This is an optimization exercise on Yosys and OpenROAD, whose aim is small area, a short achievable clock period and few clock cycles per item, not a production implementation. At most, simulation tests tie the RTL to the original design; equivalence was not proved.

==> run E <==
==> flow/design.v (excerpt) <==
module lms_core #(
    parameter WIDTH = 16,
    parameter FRAC  = 8
)(
    input wire clk,
    input wire rst,
    input wire start,
    input wire signed [WIDTH-1:0] x_in,
    input wire signed [WIDTH-1:0] d_in,
    output wire signed [WIDTH-1:0] y_out,
    output wire signed [WIDTH-1:0] e_out,
    output reg done
);
Settings: LEC_CHECK=0, CAP_MARGIN=20, CORE_MARGIN=2, CORE_UTILIZATION=40, SETUP_SLACK_MARGIN=3.0, SLEW_MARGIN=20, SYNTH_HIERARCHICAL=1, SYNTH_MINIMUM_KEEP_SIZE=0; clock period 8.0 ns.
run.sh (not shown) runs the stock make flow with config.mk's settings and CLKGATE_MAP_FILE= SYNTH_SCRIPT=/design/flow/synth_recipe.tcl, a recipe that flattens the netlist after the stock synthesis.
==> run Z (differences from run E) <==
Settings changed: CORE_UTILIZATION 40 to 55, CTS_BUF_LIST set to sky130_fd_sc_hd__clkbuf_4 sky130_fd_sc_hd__clkbuf_8, SETUP_SLACK_MARGIN 3.0 to 2.75.
==> run F (differences from run E) <==
Settings changed: SETUP_SLACK_MARGIN 3.0 to 4.0.
==> summary.txt <==
- Run F finished with timing, DRC and antenna clean. Run E ran to the end with no violations. Run Z produced a clean layout.
- Clock-buffer cell count: run F < run E < run Z.
- Core utilization: run E < run F < run Z.
- Critical path depth is the same in run Z and run E.
- Global-route usage: run F is lower than run Z (9.0 points).
- Wire length: run Z < run E < run F.
- Sequential cell count is the same in run Z and run E.
- Die area is the same in run E and run F.
- In synthesized cell count, run E and run Z do not differ.
==> figures <==
|  | run E | run F | run Z |
|---|---|---|---|
| Via/cell ratio | 5.55 | 5.60 | 5.90 |
| Final non-filler cell total | 7,207 | 7,285 | 6,708 |
| Number of buffers created by CTS | 51 | 50 | 80 |
| Cell count after placement | 6,889 | 6,868 | 6,390 |
| Tightest Pin Transition | 1.08 ns | 0.978 ns | 1.07 ns |
| Share of post-route cells with drive strength above 1 | 16.4% | 21.5% | 14.5% |
| Top Layer Used | met4 | met5 | met4 |
| Outcome | timing/DRC/antenna clean | timing/DRC/antenna clean | timing/DRC/antenna clean |
| Worst reg2reg setup slack | 2.56 ns | 2.65 ns | 2.51 ns |
| CORE AREA | 132,000 um^2 | 132,000 um^2 | 96,400 um^2 |
| Area growth from synthesis to layout | 15.3% | 19.7% | 11.5% |
| Count of buffering cells on the critical path with inverters included | 1 | 0 | 1 |
| CP Launch Point | ng2_2 | v0[1] | ng4_0 |
| Portion of the clock cycle consumed by the worst path in the final layout | 68.0% | 66.9% | 68.6% |
| Maximum fanout encountered on the critical timing path | 2 | 9 | 3 |
| Arrival time at the worst endpoint | 5.96 ns | 5.89 ns | 6.10 ns |
Testbench counts of run E, summed over its fixed seeds: cycles 6,144, items 2,048.
Testbench counts of run Z, summed over its fixed seeds: cycles 6,144, items 2,048.
Testbench counts of run F, summed over its fixed seeds: cycles 6,144, items 2,048.

* * *

==> build 40: inputs <==
Another version of the RTL of lms_core (not shown whole).
## lms_core
module lms_core #(
    parameter WIDTH = 16,
    parameter FRAC  = 8
)(
    input wire clk,
    input wire rst,
    input wire start,
    input wire signed [WIDTH-1:0] x_in,
    input wire signed [WIDTH-1:0] d_in,
    output wire signed [WIDTH-1:0] y_out,
    output wire signed [WIDTH-1:0] e_out,
    output reg done
);
Settings: LEC_CHECK=0, CAP_MARGIN=20, CORE_MARGIN=2, CORE_UTILIZATION=55, CTS_BUF_LIST=sky130_fd_sc_hd__clkbuf_4 sky130_fd_sc_hd__clkbuf_8, SETUP_SLACK_MARGIN=2.6, SLEW_MARGIN=20, SYNTH_HIERARCHICAL=1, SYNTH_MINIMUM_KEEP_SIZE=0, TNS_END_PERCENT=10; clock period 8.0 ns.
==> trial 66: changes against build 40 <==
CORE_UTILIZATION = 40   (was 55)
CTS_BUF_LIST = unset   (was sky130_fd_sc_hd__clkbuf_4 sky130_fd_sc_hd__clkbuf_8)
SETUP_SLACK_MARGIN = 2.75   (was 2.6)
TNS_END_PERCENT = unset   (was 10)
==> trial 42: changes against build 40 <==
ABC_AREA = 1   (was unset)
SETUP_SLACK_MARGIN = 2.75   (was 2.6)
==> results.py <==
metrics = {
    "grt": {
        "use_met2_pct": 56.1,
    },
    "layout": {
        "stdcell_count": 6618,
        "final_nets": 6347,
        "fin_util_pct": 60.3,
    },
    "outcome": {
        "status": "finished clean",
    },
    "clock_tree": {
        "cts_resized": 98,
        "path_clk_slew_ps": 60,
    },
    "min_path": {
        "holdPathStages": 1,
    },
}
The numbers above come from build 40.

==> results.py <==
metrics = {
    "outcome": {
        "status": "finished clean",
    },
    "layout": {
        "final_nets": 8706,
    },
    "clock_tree": {
        "cts_resized": 137,
        "path_clk_slew_ps": 70,
    },
    "min_path": {
        "holdPathStages": 2,
    },
}
The numbers above come from trial 42.

==> results.py <==
metrics = {
    "outcome": {
        "status": "finished clean",
    },
    "layout": {
        "final_nets": 6316,
        "stdcell_count": 7059,
    },
    "clock_tree": {
        "path_clk_slew_ps": 60,
        "cts_resized": 185,
    },
    "placed_design": {
        "gp_congestion": 0.971,
    },
    "min_path": {
        "holdPathStages": 1,
    },
    "grt": {
        "use_met2_pct": 40.0,
    },
    "synth": {
        "synthFlopType": "dfxtp_1",
    },
    "run": {
        "maxCapViolCount": 0,
    },
}
The numbers above come from trial 66.

Testbench counts of build 40, summed over its fixed seeds: cycles 6,144, items 2,048.
Testbench counts of trial 66, summed over its fixed seeds: cycles 6,144, items 2,048.
Testbench counts of trial 42, summed over its fixed seeds: cycles 6,144, items 2,048.

* * *

==> run B: inputs <==
Another version of the RTL of lms_core (not shown whole).
clock: 8.0 ns
lec_check: 0
cap_margin: 20
core_margin: 2
core_utilization: 40
setup_slack_margin: 2.75
slew_margin: 20
synth_hierarchical: 1
synth_minimum_keep_size: 0
==> inputs of run R, as changes to run B <==
--- a/flow/design.v
+++ b/flow/design.v
@@ -3300,11 +3300,11 @@
     wire ez2005 = (era[14] ^ erb[14]) ~^ (era[13] | erb[13]);
     wire ez2006 = (era[15] ^ erb[15]) ~^ (era[14] | erb[14]);
     wire ez2007 = (era[16] ^ erb[16]) ~^ (era[15] | erb[15]);
     wire e_zero = ez1992 & ez1993 & ez1994 & ez1995 & ez1996 & ez1997 & ez1998 & ez1999 & ez2000 & ez2001 & ez2002 & ez2003 & ez2004 & ez2005 & ez2006 & ez2007;
     assign e_out = {eas1991, eas1990, eas1989, eas1988, eas1987, eas1986, eas1985, eas1984, eas1983, eas1982, eas1981, eas1980, eas1979, eas1978, eas1977, eas1976};
-    wire e_neg = e_out[15];
+    wire upd_n = done & e_out[15];
     wire upd = done & ~e_zero;
     wire [15:0] t0 = {{7{x0[15]}}, x0[15:7]};
     wire [15:0] t1 = {{7{x1[15]}}, x1[15:7]};
     wire [15:0] t2 = {{7{x2[15]}}, x2[15:7]};
     wire [15:0] t3 = {{7{x3[15]}}, x3[15:7]};
@@ -3322,12 +3322,13 @@
     wire [9:0] dv2s = {t4[8], t4[8:0]} - {t5[8], t5[8:0]};
     wire [15:0] du2 = {{6{du2s[9]}}, du2s}, dv2 = {{6{dv2s[9]}}, dv2s};
     wire [9:0] du3s = {t6[8], t6[8:0]} + {t7[8], t7[8:0]};
     wire [9:0] dv3s = {t6[8], t6[8:0]} - {t7[8], t7[8:0]};
     wire [15:0] du3 = {{6{du3s[9]}}, du3s}, dv3 = {{6{dv3s[9]}}, dv3s};
-    wire [15:0] m16 = {16{e_neg}};
-    wire [15:0] du0g = du0 ^ m16;
+    wire [15:0] m16 = {16{upd_n}};
+    wire [15:0] g16 = {16{upd}};
+    wire [15:0] du0g = (du0 & g16) ^ m16;
     wire u0ax2009 = u0[0] ^ du0g[0];
     wire u0ax2010 = u0[1] ^ du0g[1];
     wire u0ax2011 = u0[2] ^ du0g[2];
     wire u0ax2012 = u0[3] ^ du0g[3];
     wire u0ax2013 = u0[4] ^ du0g[4];
@@ -3357,11 +3358,11 @@
     wire u0ag2037 = u0[12] & du0g[12];
     wire u0ag2038 = u0[13] & du0g[13];
     wire u0ag2039 = u0[14] & du0g[14];
     wire u0ag2040 = u0[15] & du0g[15];
     wire u0ag2041;
-    lms_g gq2041 (.g1(u0ag2025), .p1(u0ax2009), .g0(e_neg), .g(u0ag2041));
+    lms_g gq2041 (.g1(u0ag2025), .p1(u0ax2009), .g0(upd_n), .g(u0ag2041));
     wire u0ag2042, u0ap2042;
     lms_gp gp2042 (.g1(u0ag2027), .p1(u0ax2011), .g0(u0ag2026), .p0(u0ax2010), .g(u0ag2042), .p(u0ap2042));
     wire u0ag2043, u0ap2043;
     lms_gp gp2043 (.g1(u0ag2029), .p1(u0ax2013), .g0(u0ag2028), .p0(u0ax2012), .g(u0ag2043), .p(u0ap2043));
     wire u0ag2044, u0ap2044;
@@ -3422,11 +3423,11 @@
     lms_g gq2071 (.g1(u0ag2063), .p1(u0ap2063), .g0(u0ag2060), .g(u0ag2071));
     wire u0ag2072;
     lms_g gq2072 (.g1(u0ag2064), .p1(u0ap2064), .g0(u0ag2060), .g(u0ag2072));
     wire u0ag2073;
     lms_g gq2073 (.g1(u0ag2040), .p1(u0ax2024), .g0(u0ag2072), .g(u0ag2073));
-    wire u0as2074 = u0ax2009 ^ e_neg;
+    wire u0as2074 = u0ax2009 ^ upd_n;
     wire u0as2075 = u0ax2010 ^ u0ag2041;
     wire u0as2076 = u0ax2011 ^ u0ag2049;
     wire u0as2077 = u0ax2012 ^ u0ag2050;
     wire u0as2078 = u0ax2013 ^ u0ag2057;
     wire u0as2079 = u0ax2014 ^ u0ag2058;
@@ -3438,13 +3439,12 @@
     wire u0as2085 = u0ax2020 ^ u0ag2068;
     wire u0as2086 = u0ax2021 ^ u0ag2069;
     wire u0as2087 = u0ax2022 ^ u0ag2070;
     wire u0as2088 = u0ax2023 ^ u0ag2071;
     wire u0as2089 = u0ax2024 ^ u0ag2072;
-    wire [15:0] u0s = {u0as2089, u0as2088, u0as2087, u0as2086, u0as2085, u0as2084, u0as2083, u0as2082, u0as2081, u0as2080, u0as2079, u0as2078, u0as2077, u0as2076, u0as2075, u0as2074};
-    wire [15:0] u0n = upd ? u0s : u0;
-    wire [15:0] du1g = du1 ^ m16;
+    wire [15:0] u0n = {u0as2089, u0as2088, u0as2087, u0as2086, u0as2085, u0as2084, u0as2083, u0as2082, u0as2081, u0as2080, u0as2079, u0as2078, u0as2077, u0as2076, u0as2075, u0as2074};
+    wire [15:0] du1g = (du1 & g16) ^ m16;
     wire u1ax2090 = u1[0] ^ du1g[0];
     wire u1ax2091 = u1[1] ^ du1g[1];
     wire u1ax2092 = u1[2] ^ du1g[2];
     wire u1ax2093 = u1[3] ^ du1g[3];
     wire u1ax2094 = u1[4] ^ du1g[4];
@@ -3474,11 +3474,11 @@
     wire u1ag2118 = u1[12] & du1g[12];
     wire u1ag2119 = u1[13] & du1g[13];
     wire u1ag2120 = u1[14] & du1g[14];
     wire u1ag2121 = u1[15] & du1g[15];
     wire u1ag2122;
-    lms_g gq2122 (.g1(u1ag2106), .p1(u1ax2090), .g0(e_neg), .g(u1ag2122));
+    lms_g gq2122 (.g1(u1ag2106), .p1(u1ax2090), .g0(upd_n), .g(u1ag2122));
     wire u1ag2123, u1ap2123;
     lms_gp gp2123 (.g1(u1ag2108), .p1(u1ax2092), .g0(u1ag2107), .p0(u1ax2091), .g(u1ag2123), .p(u1ap2123));
     wire u1ag2124, u1ap2124;
     lms_gp gp2124 (.g1(u1ag2110), .p1(u1ax2094), .g0(u1ag2109), .p0(u1ax2093), .g(u1ag2124), .p(u1ap2124));
     wire u1ag2125, u1ap2125;
@@ -3539,11 +3539,11 @@
     lms_g gq2152 (.g1(u1ag2144), .p1(u1ap2144), .g0(u1ag2141), .g(u1ag2152));
     wire u1ag2153;
     lms_g gq2153 (.g1(u1ag2145), .p1(u1ap2145), .g0(u1ag2141), .g(u1ag2153));
     wire u1ag2154;
     lms_g gq2154 (.g1(u1ag2121), .p1(u1ax2105), .g0(u1ag2153), .g(u1ag2154));
-    wire u1as2155 = u1ax2090 ^ e_neg;
+    wire u1as2155 = u1ax2090 ^ upd_n;
     wire u1as2156 = u1ax2091 ^ u1ag2122;
     wire u1as2157 = u1ax2092 ^ u1ag2130;
     wire u1as2158 = u1ax2093 ^ u1ag2131;
     wire u1as2159 = u1ax2094 ^ u1ag2138;
     wire u1as2160 = u1ax2095 ^ u1ag2139;
@@ -3555,13 +3555,12 @@
     wire u1as2166 = u1ax2101 ^ u1ag2149;
     wire u1as2167 = u1ax2102 ^ u1ag2150;
     wire u1as2168 = u1ax2103 ^ u1ag2151;
     wire u1as2169 = u1ax2104 ^ u1ag2152;
     wire u1as2170 = u1ax2105 ^ u1ag2153;
-    wire [15:0] u1s = {u1as2170, u1as2169, u1as2168, u1as2167, u1as2166, u1as2165, u1as2164, u1as2163, u1as2162, u1as2161, u1as2160, u1as2159, u1as2158, u1as2157, u1as2156, u1as2155};
-    wire [15:0] u1n = upd ? u1s : u1;
-    wire [15:0] du2g = du2 ^ m16;
+    wire [15:0] u1n = {u1as2170, u1as2169, u1as2168, u1as2167, u1as2166, u1as2165, u1as2164, u1as2163, u1as2162, u1as2161, u1as2160, u1as2159, u1as2158, u1as2157, u1as2156, u1as2155};
+    wire [15:0] du2g = (du2 & g16) ^ m16;
     wire u2ax2171 = u2[0] ^ du2g[0];
     wire u2ax2172 = u2[1] ^ du2g[1];
     wire u2ax2173 = u2[2] ^ du2g[2];
     wire u2ax2174 = u2[3] ^ du2g[3];
     wire u2ax2175 = u2[4] ^ du2g[4];
@@ -3591,11 +3590,11 @@
     wire u2ag2199 = u2[12] & du2g[12];
     wire u2ag2200 = u2[13] & du2g[13];
     wire u2ag2201 = u2[14] & du2g[14];
     wire u2ag2202 = u2[15] & du2g[15];
     wire u2ag2203;
-    lms_g gq2203 (.g1(u2ag2187), .p1(u2ax2171), .g0(e_neg), .g(u2ag2203));
+    lms_g gq2203 (.g1(u2ag2187), .p1(u2ax2171), .g0(upd_n), .g(u2ag2203));
     wire u2ag2204, u2ap2204;
     lms_gp gp2204 (.g1(u2ag2189), .p1(u2ax2173), .g0(u2ag2188), .p0(u2ax2172), .g(u2ag2204), .p(u2ap2204));
     wire u2ag2205, u2ap2205;
     lms_gp gp2205 (.g1(u2ag2191), .p1(u2ax2175), .g0(u2ag2190), .p0(u2ax2174), .g(u2ag2205), .p(u2ap2205));
     wire u2ag2206, u2ap2206;
@@ -3656,11 +3655,11 @@
     lms_g gq2233 (.g1(u2ag2225), .p1(u2ap2225), .g0(u2ag2222), .g(u2ag2233));
     wire u2ag2234;
     lms_g gq2234 (.g1(u2ag2226), .p1(u2ap2226), .g0(u2ag2222), .g(u2ag2234));
     wire u2ag2235;
     lms_g gq2235 (.g1(u2ag2202), .p1(u2ax2186), .g0(u2ag2234), .g(u2ag2235));
-    wire u2as2236 = u2ax2171 ^ e_neg;
+    wire u2as2236 = u2ax2171 ^ upd_n;
     wire u2as2237 = u2ax2172 ^ u2ag2203;
     wire u2as2238 = u2ax2173 ^ u2ag2211;
     wire u2as2239 = u2ax2174 ^ u2ag2212;
     wire u2as2240 = u2ax2175 ^ u2ag2219;
     wire u2as2241 = u2ax2176 ^ u2ag2220;
@@ -3672,13 +3671,12 @@
     wire u2as2247 = u2ax2182 ^ u2ag2230;
     wire u2as2248 = u2ax2183 ^ u2ag2231;
     wire u2as2249 = u2ax2184 ^ u2ag2232;
     wire u2as2250 = u2ax2185 ^ u2ag2233;
     wire u2as2251 = u2ax2186 ^ u2ag2234;
-    wire [15:0] u2s = {u2as2251, u2as2250, u2as2249, u2as2248, u2as2247, u2as2246, u2as2245, u2as2244, u2as2243, u2as2242, u2as2241, u2as2240, u2as2239, u2as2238, u2as2237, u2as2236};
-    wire [15:0] u2n = upd ? u2s : u2;
-    wire [15:0] du3g = du3 ^ m16;
+    wire [15:0] u2n = {u2as2251, u2as2250, u2as2249, u2as2248, u2as2247, u2as2246, u2as2245, u2as2244, u2as2243, u2as2242, u2as2241, u2as2240, u2as2239, u2as2238, u2as2237, u2as2236};
+    wire [15:0] du3g = (du3 & g16) ^ m16;
     wire u3ax2252 = u3[0] ^ du3g[0];
     wire u3ax2253 = u3[1] ^ du3g[1];
     wire u3ax2254 = u3[2] ^ du3g[2];
     wire u3ax2255 = u3[3] ^ du3g[3];
     wire u3ax2256 = u3[4] ^ du3g[4];
@@ -3708,11 +3706,11 @@
     wire u3ag2280 = u3[12] & du3g[12];
     wire u3ag2281 = u3[13] & du3g[13];
     wire u3ag2282 = u3[14] & du3g[14];
     wire u3ag2283 = u3[15] & du3g[15];
     wire u3ag2284;
-    lms_g gq2284 (.g1(u3ag2268), .p1(u3ax2252), .g0(e_neg), .g(u3ag2284));
+    lms_g gq2284 (.g1(u3ag2268), .p1(u3ax2252), .g0(upd_n), .g(u3ag2284));
     wire u3ag2285, u3ap2285;
     lms_gp gp2285 (.g1(u3ag2270), .p1(u3ax2254), .g0(u3ag2269), .p0(u3ax2253), .g(u3ag2285), .p(u3ap2285));
     wire u3ag2286, u3ap2286;
     lms_gp gp2286 (.g1(u3ag2272), .p1(u3ax2256), .g0(u3ag2271), .p0(u3ax2255), .g(u3ag2286), .p(u3ap2286));
     wire u3ag2287, u3ap2287;
@@ -3773,11 +3771,11 @@
     lms_g gq2314 (.g1(u3ag2306), .p1(u3ap2306), .g0(u3ag2303), .g(u3ag2314));
     wire u3ag2315;
     lms_g gq2315 (.g1(u3ag2307), .p1(u3ap2307), .g0(u3ag2303), .g(u3ag2315));
     wire u3ag2316;
     lms_g gq2316 (.g1(u3ag2283), .p1(u3ax2267), .g0(u3ag2315), .g(u3ag2316));
-    wire u3as2317 = u3ax2252 ^ e_neg;
+    wire u3as2317 = u3ax2252 ^ upd_n;
     wire u3as2318 = u3ax2253 ^ u3ag2284;
     wire u3as2319 = u3ax2254 ^ u3ag2292;
     wire u3as2320 = u3ax2255 ^ u3ag2293;
     wire u3as2321 = u3ax2256 ^ u3ag2300;
     wire u3as2322 = u3ax2257 ^ u3ag2301;
@@ -3789,13 +3787,12 @@
     wire u3as2328 = u3ax2263 ^ u3ag2311;
     wire u3as2329 = u3ax2264 ^ u3ag2312;
     wire u3as2330 = u3ax2265 ^ u3ag2313;
     wire u3as2331 = u3ax2266 ^ u3ag2314;
     wire u3as2332 = u3ax2267 ^ u3ag2315;
-    wire [15:0] u3s = {u3as2332, u3as2331, u3as2330, u3as2329, u3as2328, u3as2327, u3as2326, u3as2325, u3as2324, u3as2323, u3as2322, u3as2321, u3as2320, u3as2319, u3as2318, u3as2317};
-    wire [15:0] u3n = upd ? u3s : u3;
-    wire [15:0] dv0g = dv0 ^ m16;
+    wire [15:0] u3n = {u3as2332, u3as2331, u3as2330, u3as2329, u3as2328, u3as2327, u3as2326, u3as2325, u3as2324, u3as2323, u3as2322, u3as2321, u3as2320, u3as2319, u3as2318, u3as2317};
+    wire [15:0] dv0g = (dv0 & g16) ^ m16;
     wire v0ax2333 = v0[0] ^ dv0g[0];
     wire v0ax2334 = v0[1] ^ dv0g[1];
     wire v0ax2335 = v0[2] ^ dv0g[2];
     wire v0ax2336 = v0[3] ^ dv0g[3];
     wire v0ax2337 = v0[4] ^ dv0g[4];
@@ -3825,11 +3822,11 @@
     wire v0ag2361 = v0[12] & dv0g[12];
     wire v0ag2362 = v0[13] & dv0g[13];
     wire v0ag2363 = v0[14] & dv0g[14];
     wire v0ag2364 = v0[15] & dv0g[15];
     wire v0ag2365;
-    lms_g gq2365 (.g1(v0ag2349), .p1(v0ax2333), .g0(e_neg), .g(v0ag2365));
+    lms_g gq2365 (.g1(v0ag2349), .p1(v0ax2333), .g0(upd_n), .g(v0ag2365));
     wire v0ag2366, v0ap2366;
     lms_gp gp2366 (.g1(v0ag2351), .p1(v0ax2335), .g0(v0ag2350), .p0(v0ax2334), .g(v0ag2366), .p(v0ap2366));
     wire v0ag2367, v0ap2367;
     lms_gp gp2367 (.g1(v0ag2353), .p1(v0ax2337), .g0(v0ag2352), .p0(v0ax2336), .g(v0ag2367), .p(v0ap2367));
     wire v0ag2368, v0ap2368;
@@ -3890,11 +3887,11 @@
     lms_g gq2395 (.g1(v0ag2387), .p1(v0ap2387), .g0(v0ag2384), .g(v0ag2395));
     wire v0ag2396;
     lms_g gq2396 (.g1(v0ag2388), .p1(v0ap2388), .g0(v0ag2384), .g(v0ag2396));
     wire v0ag2397;
     lms_g gq2397 (.g1(v0ag2364), .p1(v0ax2348), .g0(v0ag2396), .g(v0ag2397));
-    wire v0as2398 = v0ax2333 ^ e_neg;
+    wire v0as2398 = v0ax2333 ^ upd_n;
     wire v0as2399 = v0ax2334 ^ v0ag2365;
     wire v0as2400 = v0ax2335 ^ v0ag2373;
     wire v0as2401 = v0ax2336 ^ v0ag2374;
     wire v0as2402 = v0ax2337 ^ v0ag2381;
     wire v0as2403 = v0ax2338 ^ v0ag2382;
@@ -3906,13 +3903,12 @@
     wire v0as2409 = v0ax2344 ^ v0ag2392;
     wire v0as2410 = v0ax2345 ^ v0ag2393;
     wire v0as2411 = v0ax2346 ^ v0ag2394;
     wire v0as2412 = v0ax2347 ^ v0ag2395;
     wire v0as2413 = v0ax2348 ^ v0ag2396;
-    wire [15:0] v0s = {v0as2413, v0as2412, v0as2411, v0as2410, v0as2409, v0as2408, v0as2407, v0as2406, v0as2405, v0as2404, v0as2403, v0as2402, v0as2401, v0as2400, v0as2399, v0as2398};
-    wire [15:0] v0n = upd ? v0s : v0;
-    wire [15:0] dv1g = dv1 ^ m16;
+    wire [15:0] v0n = {v0as2413, v0as2412, v0as2411, v0as2410, v0as2409, v0as2408, v0as2407, v0as2406, v0as2405, v0as2404, v0as2403, v0as2402, v0as2401, v0as2400, v0as2399, v0as2398};
+    wire [15:0] dv1g = (dv1 & g16) ^ m16;
     wire v1ax2414 = v1[0] ^ dv1g[0];
     wire v1ax2415 = v1[1] ^ dv1g[1];
     wire v1ax2416 = v1[2] ^ dv1g[2];
     wire v1ax2417 = v1[3] ^ dv1g[3];
     wire v1ax2418 = v1[4] ^ dv1g[4];
@@ -3942,11 +3938,11 @@
     wire v1ag2442 = v1[12] & dv1g[12];
     wire v1ag2443 = v1[13] & dv1g[13];
     wire v1ag2444 = v1[14] & dv1g[14];
     wire v1ag2445 = v1[15] & dv1g[15];
     wire v1ag2446;
-    lms_g gq2446 (.g1(v1ag2430), .p1(v1ax2414), .g0(e_neg), .g(v1ag2446));
+    lms_g gq2446 (.g1(v1ag2430), .p1(v1ax2414), .g0(upd_n), .g(v1ag2446));
     wire v1ag2447, v1ap2447;
     lms_gp gp2447 (.g1(v1ag2432), .p1(v1ax2416), .g0(v1ag2431), .p0(v1ax2415), .g(v1ag2447), .p(v1ap2447));
     wire v1ag2448, v1ap2448;
     lms_gp gp2448 (.g1(v1ag2434), .p1(v1ax2418), .g0(v1ag2433), .p0(v1ax2417), .g(v1ag2448), .p(v1ap2448));
     wire v1ag2449, v1ap2449;
@@ -4007,11 +4003,11 @@
     lms_g gq2476 (.g1(v1ag2468), .p1(v1ap2468), .g0(v1ag2465), .g(v1ag2476));
     wire v1ag2477;
     lms_g gq2477 (.g1(v1ag2469), .p1(v1ap2469), .g0(v1ag2465), .g(v1ag2477));
     wire v1ag2478;
     lms_g gq2478 (.g1(v1ag2445), .p1(v1ax2429), .g0(v1ag2477), .g(v1ag2478));
-    wire v1as2479 = v1ax2414 ^ e_neg;
+    wire v1as2479 = v1ax2414 ^ upd_n;
     wire v1as2480 = v1ax2415 ^ v1ag2446;
     wire v1as2481 = v1ax2416 ^ v1ag2454;
     wire v1as2482 = v1ax2417 ^ v1ag2455;
     wire v1as2483 = v1ax2418 ^ v1ag2462;
     wire v1as2484 = v1ax2419 ^ v1ag2463;
@@ -4023,13 +4019,12 @@
     wire v1as2490 = v1ax2425 ^ v1ag2473;
     wire v1as2491 = v1ax2426 ^ v1ag2474;
     wire v1as2492 = v1ax2427 ^ v1ag2475;
     wire v1as2493 = v1ax2428 ^ v1ag2476;
     wire v1as2494 = v1ax2429 ^ v1ag2477;
-    wire [15:0] v1s = {v1as2494, v1as2493, v1as2492, v1as2491, v1as2490, v1as2489, v1as2488, v1as2487, v1as2486, v1as2485, v1as2484, v1as2483, v1as2482, v1as2481, v1as2480, v1as2479};
-    wire [15:0] v1n = upd ? v1s : v1;
-    wire [15:0] dv2g = dv2 ^ m16;
+    wire [15:0] v1n = {v1as2494, v1as2493, v1as2492, v1as2491, v1as2490, v1as2489, v1as2488, v1as2487, v1as2486, v1as2485, v1as2484, v1as2483, v1as2482, v1as2481, v1as2480, v1as2479};
+    wire [15:0] dv2g = (dv2 & g16) ^ m16;
     wire v2ax2495 = v2[0] ^ dv2g[0];
     wire v2ax2496 = v2[1] ^ dv2g[1];
     wire v2ax2497 = v2[2] ^ dv2g[2];
     wire v2ax2498 = v2[3] ^ dv2g[3];
     wire v2ax2499 = v2[4] ^ dv2g[4];
@@ -4059,11 +4054,11 @@
     wire v2ag2523 = v2[12] & dv2g[12];
     wire v2ag2524 = v2[13] & dv2g[13];
     wire v2ag2525 = v2[14] & dv2g[14];
     wire v2ag2526 = v2[15] & dv2g[15];
     wire v2ag2527;
-    lms_g gq2527 (.g1(v2ag2511), .p1(v2ax2495), .g0(e_neg), .g(v2ag2527));
+    lms_g gq2527 (.g1(v2ag2511), .p1(v2ax2495), .g0(upd_n), .g(v2ag2527));
     wire v2ag2528, v2ap2528;
     lms_gp gp2528 (.g1(v2ag2513), .p1(v2ax2497), .g0(v2ag2512), .p0(v2ax2496), .g(v2ag2528), .p(v2ap2528));
     wire v2ag2529, v2ap2529;
     lms_gp gp2529 (.g1(v2ag2515), .p1(v2ax2499), .g0(v2ag2514), .p0(v2ax2498), .g(v2ag2529), .p(v2ap2529));
     wire v2ag2530, v2ap2530;
@@ -4124,11 +4119,11 @@
     lms_g gq2557 (.g1(v2ag2549), .p1(v2ap2549), .g0(v2ag2546), .g(v2ag2557));
     wire v2ag2558;
     lms_g gq2558 (.g1(v2ag2550), .p1(v2ap2550), .g0(v2ag2546), .g(v2ag2558));
     wire v2ag2559;
     lms_g gq2559 (.g1(v2ag2526), .p1(v2ax2510), .g0(v2ag2558), .g(v2ag2559));
-    wire v2as2560 = v2ax2495 ^ e_neg;
+    wire v2as2560 = v2ax2495 ^ upd_n;
     wire v2as2561 = v2ax2496 ^ v2ag2527;
     wire v2as2562 = v2ax2497 ^ v2ag2535;
     wire v2as2563 = v2ax2498 ^ v2ag2536;
     wire v2as2564 = v2ax2499 ^ v2ag2543;
     wire v2as2565 = v2ax2500 ^ v2ag2544;
@@ -4140,13 +4135,12 @@
     wire v2as2571 = v2ax2506 ^ v2ag2554;
     wire v2as2572 = v2ax2507 ^ v2ag2555;
     wire v2as2573 = v2ax2508 ^ v2ag2556;
     wire v2as2574 = v2ax2509 ^ v2ag2557;
     wire v2as2575 = v2ax2510 ^ v2ag2558;
-    wire [15:0] v2s = {v2as2575, v2as2574, v2as2573, v2as2572, v2as2571, v2as2570, v2as2569, v2as2568, v2as2567, v2as2566, v2as2565, v2as2564, v2as2563, v2as2562, v2as2561, v2as2560};
-    wire [15:0] v2n = upd ? v2s : v2;
-    wire [15:0] dv3g = dv3 ^ m16;
+    wire [15:0] v2n = {v2as2575, v2as2574, v2as2573, v2as2572, v2as2571, v2as2570, v2as2569, v2as2568, v2as2567, v2as2566, v2as2565, v2as2564, v2as2563, v2as2562, v2as2561, v2as2560};
+    wire [15:0] dv3g = (dv3 & g16) ^ m16;
     wire v3ax2576 = v3[0] ^ dv3g[0];
     wire v3ax2577 = v3[1] ^ dv3g[1];
     wire v3ax2578 = v3[2] ^ dv3g[2];
     wire v3ax2579 = v3[3] ^ dv3g[3];
     wire v3ax2580 = v3[4] ^ dv3g[4];
@@ -4176,11 +4170,11 @@
     wire v3ag2604 = v3[12] & dv3g[12];
     wire v3ag2605 = v3[13] & dv3g[13];
     wire v3ag2606 = v3[14] & dv3g[14];
     wire v3ag2607 = v3[15] & dv3g[15];
     wire v3ag2608;
-    lms_g gq2608 (.g1(v3ag2592), .p1(v3ax2576), .g0(e_neg), .g(v3ag2608));
+    lms_g gq2608 (.g1(v3ag2592), .p1(v3ax2576), .g0(upd_n), .g(v3ag2608));
     wire v3ag2609, v3ap2609;
     lms_gp gp2609 (.g1(v3ag2594), .p1(v3ax2578), .g0(v3ag2593), .p0(v3ax2577), .g(v3ag2609), .p(v3ap2609));
     wire v3ag2610, v3ap2610;
     lms_gp gp2610 (.g1(v3ag2596), .p1(v3ax2580), .g0(v3ag2595), .p0(v3ax2579), .g(v3ag2610), .p(v3ap2610));
     wire v3ag2611, v3ap2611;
@@ -4241,11 +4235,11 @@
     lms_g gq2638 (.g1(v3ag2630), .p1(v3ap2630), .g0(v3ag2627), .g(v3ag2638));
     wire v3ag2639;
     lms_g gq2639 (.g1(v3ag2631), .p1(v3ap2631), .g0(v3ag2627), .g(v3ag2639));
     wire v3ag2640;
     lms_g gq2640 (.g1(v3ag2607), .p1(v3ax2591), .g0(v3ag2639), .g(v3ag2640));
-    wire v3as2641 = v3ax2576 ^ e_neg;
+    wire v3as2641 = v3ax2576 ^ upd_n;
     wire v3as2642 = v3ax2577 ^ v3ag2608;
     wire v3as2643 = v3ax2578 ^ v3ag2616;
     wire v3as2644 = v3ax2579 ^ v3ag2617;
     wire v3as2645 = v3ax2580 ^ v3ag2624;
     wire v3as2646 = v3ax2581 ^ v3ag2625;
@@ -4257,12 +4251,11 @@
     wire v3as2652 = v3ax2587 ^ v3ag2635;
     wire v3as2653 = v3ax2588 ^ v3ag2636;
     wire v3as2654 = v3ax2589 ^ v3ag2637;
     wire v3as2655 = v3ax2590 ^ v3ag2638;
     wire v3as2656 = v3ax2591 ^ v3ag2639;
-    wire [15:0] v3s = {v3as2656, v3as2655, v3as2654, v3as2653, v3as2652, v3as2651, v3as2650, v3as2649, v3as2648, v3as2647, v3as2646, v3as2645, v3as2644, v3as2643, v3as2642, v3as2641};
-    wire [15:0] v3n = upd ? v3s : v3;
+    wire [15:0] v3n = {v3as2656, v3as2655, v3as2654, v3as2653, v3as2652, v3as2651, v3as2650, v3as2649, v3as2648, v3as2647, v3as2646, v3as2645, v3as2644, v3as2643, v3as2642, v3as2641};
     always @(posedge clk) begin
         if (rst) begin
             x0 <= 16'd0; x1 <= 16'd0; x2 <= 16'd0; x3 <= 16'd0;
             x4 <= 16'd0; x5 <= 16'd0; x6 <= 16'd0; x7 <= 16'd0;
             u0 <= 16'd0; u1 <= 16'd0; u2 <= 16'd0; u3 <= 16'd0;
- SETUP_SLACK_MARGIN: 2.75 -> 3.0
==> comparison table <==
item	run R	run B
Number of buffers added by the clock tree synthesis step	55	54
Worst-margin pin slew	1.01 ns	1.07 ns
Overall routing resource usage	0.261	0.264
Met2 GRT Util	0.402	0.412
Sequential cell area share	0.146	0.150
Netlist Area Pre-Place	54500 sq um	54800 sq um
Non-filler cells, final	7306	7229
Wire length on met3	17700 microns	16500 microns
Resized cells post-CTS	328	167
Placed Area	56400 sq um	56900 sq um
Buffers, non-clock	318	263
Non-clock inverter count	231	255
Startpoint of the most critical register-to-register path	eq1_0	v2[4]
Outcome	timing/DRC/antenna clean	timing/DRC/antenna clean
Testbench counts of run R, summed over its fixed seeds: cycles 6,144, items 2,048.
No functional check of the RTL was part of run B.

[static timing again, ports no longer ideal]
The results above use ideal ports. As a check the final layouts listed here were re-extracted and re-timed, cells and wires unchanged.
Step 1 assumes that a clkbuf_16 drives the clock port and a buf_2 every other input.
Step 2, shift: input delay + t, output delay - t, t = (earliest + latest rising clock arrival at the registers) / 2. This alone moves slack from input paths to output paths.
Slacks: ideal / step 1 / step 2; pairs: ideal / step 1.
run | t, ns | setup WS [ns] | pins driven straight from the clock port
run E | 0.742 | 2.557 / 2.557 / 2.557 | 1
run Z | 0.803 | 2.514 / 2.514 / 2.514 | 1
run F | 0.731 | 2.646 / 2.646 / 2.646 | 1
build 40 | 0.857 | 2.460 / 2.448 / 2.460 | 1
trial 66 | 0.745 | 2.632 / 2.632 / 2.632 | 1
trial 42 | 0.832 | 2.682 / 2.682 / 2.682 | 1
run B | 0.749 | 2.622 / 2.622 / 2.622 | 1
run R | 0.746 | 2.589 / 2.589 / 2.589 | 1
After both steps setup and hold are still met in every run listed.
